Source: an optimization exercise on an open RTL-to-GDS flow (aim: a short achievable clock period and few clock cycles). Production flows keep margins and buffers that such runs may drop. Function was checked by simulation only, so behaviour that the tests miss may differ from the original. No activity file was given, so power comes from the tool's default toggle rates.

==> pepper <==
==> flow/design.v (excerpt) <==
module PROCESSOR(
    input wire clk,
    input wire reset,
    input  wire [31:0] entry_addr,
    output wire        dram_wr_req,
    input  wire        dram_wr_fin,
    output wire [31:0] dram_wr_addr,
    output wire [31:0] dram_wr_data,
    output wire        dram_rd_req,
    input  wire        dram_rd_fin,
    output wire [31:0] dram_rd_addr,
    input  wire [31:0] dram_rd_data,
    output reg  [31:0] display_data,
    output reg         display,
    output wire        halted
);
    localparam [31:0] DISPLAY_ADDR = 32'h00010148;
    localparam ICW  = 6;                  
    localparam ICN  = 1 << ICW;
    localparam ICTW = 16 - ICW - 2;       
    localparam DCW  = 5;
    localparam DCN  = 1 << DCW;
    localparam DCTW = 16 - DCW - 2;
    localparam [15:0] PFW = 16'd40;
    localparam SBN  = 4;
    localparam SBW  = 2;
    integer k;
    reg [31:0] pcF;
    reg        vD;
    reg [31:0] irD, pcD, npD;
    reg        seqD;       
    reg        vE;
    reg [31:0] pcE, immE, tgtE, linkE, aE, bE, sdE, chkE;
    reg [4:0]  rdE;
    reg        wrE, ldE, stE, brE, jalE, jalrE, dispE;
    reg        seqOkE;
    reg [31:0] npE;
    reg [7:0]  dloE;       
    reg        dokE;       
    reg [2:0]  f3E;        
    reg [2:0]  bf3E;       
    reg        subE, sraE;
    reg [1:0]  rselE;      
    reg        vM;
    reg [31:0] resM, sdM, ddataM;
    reg [4:0]  rdM;
    reg        wrM, ldM, stM, dhitM, dispM;
    reg        vW;
    reg [31:0] resW;
    reg [4:0]  rdW;
    reg        wrW, dispW;
    reg        halted_r;
    reg        rd_req_r;
    reg [1:0]  rd_kind;       
    reg [31:0] rd_addr_r;
    reg        wr_req_r;
    reg [31:0] wr_addr_r, wr_data_r;
    reg        fill_v;
    reg [31:0] fill_addr, fill_data;
    reg        ld_done;
    reg [31:0] ld_data;
    reg [31:0] FP;            
    reg        q_v, q_dem;    
    reg [31:0] q_addr;
    reg [31:0]    sb_addr [0:SBN-1];
    reg [31:0]    sb_data [0:SBN-1];
    reg [SBW-1:0] sb_head, sb_tail;
    reg [SBN-1:0] sb_vld;
    reg [31:0]     ic_data [0:ICN-1];
    reg [ICTW-1:0] ic_tag  [0:ICN-1];
    reg [14:0]     ic_pt   [0:ICN-1];    
    reg [1:0]      ic_k    [0:ICN-1];    
    reg [ICN-1:0]  ic_v;
    reg [31:0]     ras;
    reg            upd_v, upd_tk;
  ...
Settings: LEC_CHECK=0, ABC_CLOCK_PERIOD_IN_PS=2500, CAP_MARGIN=20, CORE_MARGIN=2, CORE_UTILIZATION=35, PLACE_DENSITY=0.55, SETUP_SLACK_MARGIN=3.5, SLEW_MARGIN=20; clock period 7.0 ns.
run.sh (not shown) runs the stock make flow with config.mk's settings and CLKGATE_MAP_FILE= SYNTH_SCRIPT=/design/flow/synth_recipe.tcl, a recipe that flattens the netlist after the stock synthesis.
==> yarrow: changes against pepper <==
- CORE_UTILIZATION: 35 -> 45
- PLACE_DENSITY: 0.55 -> 0.65
==> comparison table <==
item                                                           yarrow       pepper
Fraction of area in clock buffers and inverters                 6.18%        6.17%
Final period demand of the worst path                         4.94 ns      4.77 ns
Actual slew at the worst max-slew pin                         1.36 ns      1.33 ns
Number of buffers on the longest clock path                         4            5
Total area of multi-input combinational cells             114000 um^2  114000 um^2
Layout clock buffers                                              947          977
Global-route wire length before repair                     1580000 um   1670000 um
Die area                                                  732000 um^2  941000 um^2
Clock net power                                              0.0395 W     0.0407 W
Data arrival time at the worst-slack endpoint                 5.86 ns      5.75 ns
X dimension of the die                                         856 um       970 um
Outcome                              no timing/DRC/antenna violations  no timing/DRC/antenna violations
Fin area                                                  387000 um^2  394000 um^2
Largest fanout of any net on the critical path                     13            6
Power after layout                                            0.106 W      0.108 W
Share of the final layout cell area in multi-input gates        29.5%        29.0%
Clock network fraction of total power                           37.3%        37.8%
Worst setup timing slack at the placement stage              0.591 ns     0.951 ns
Power dissipated by switching net loads                      0.0283 W     0.0287 W
Data required time of the worst path                          7.92 ns      7.98 ns
Wire length after detailed routing                         1170000 um   1240000 um
Standard cell core area                                   723000 um^2  930000 um^2
Testbench counts of pepper, summed over its fixed seeds: cycles 172,005.
Testbench counts of yarrow, summed over its fixed seeds: cycles 172,005.

## afterwards: timing with drivers on the ports
No port has a modelled driver above. Below, the same layouts with a new extraction and two added sets of constraints. Step 1, drivers: a clkbuf_16 drives clk and a buf_2 each remaining input, both assumed. Step 2 moves the port delays by t, midway between the first and last clock arrival at a register: inputs arrive t later, outputs are due t later. That takes back most of the time a late clock gives input paths. Slacks: ideal ports / drivers / drivers and shift; pairs: ideal ports / drivers.
| run | t, ns | slack for setup (ns) | worst setup path at the end | latest minus earliest clock arrival (ns) | pins driven straight from the clock port |
|---|---|---|---|---|---|
| pepper | 1.276 | 2.233 / 2.233 / 1.004 | input to register | 0.124 / 0.125 | 1 |
| yarrow | 1.319 | 2.060 / 2.060 / 1.103 | input to register | 0.093 / 0.092 | 1 |
After both steps every run listed still meets setup and hold. The setup slack of pepper, which loses most, moves by 0.000 ns with the drivers and by -1.229 ns with both steps.
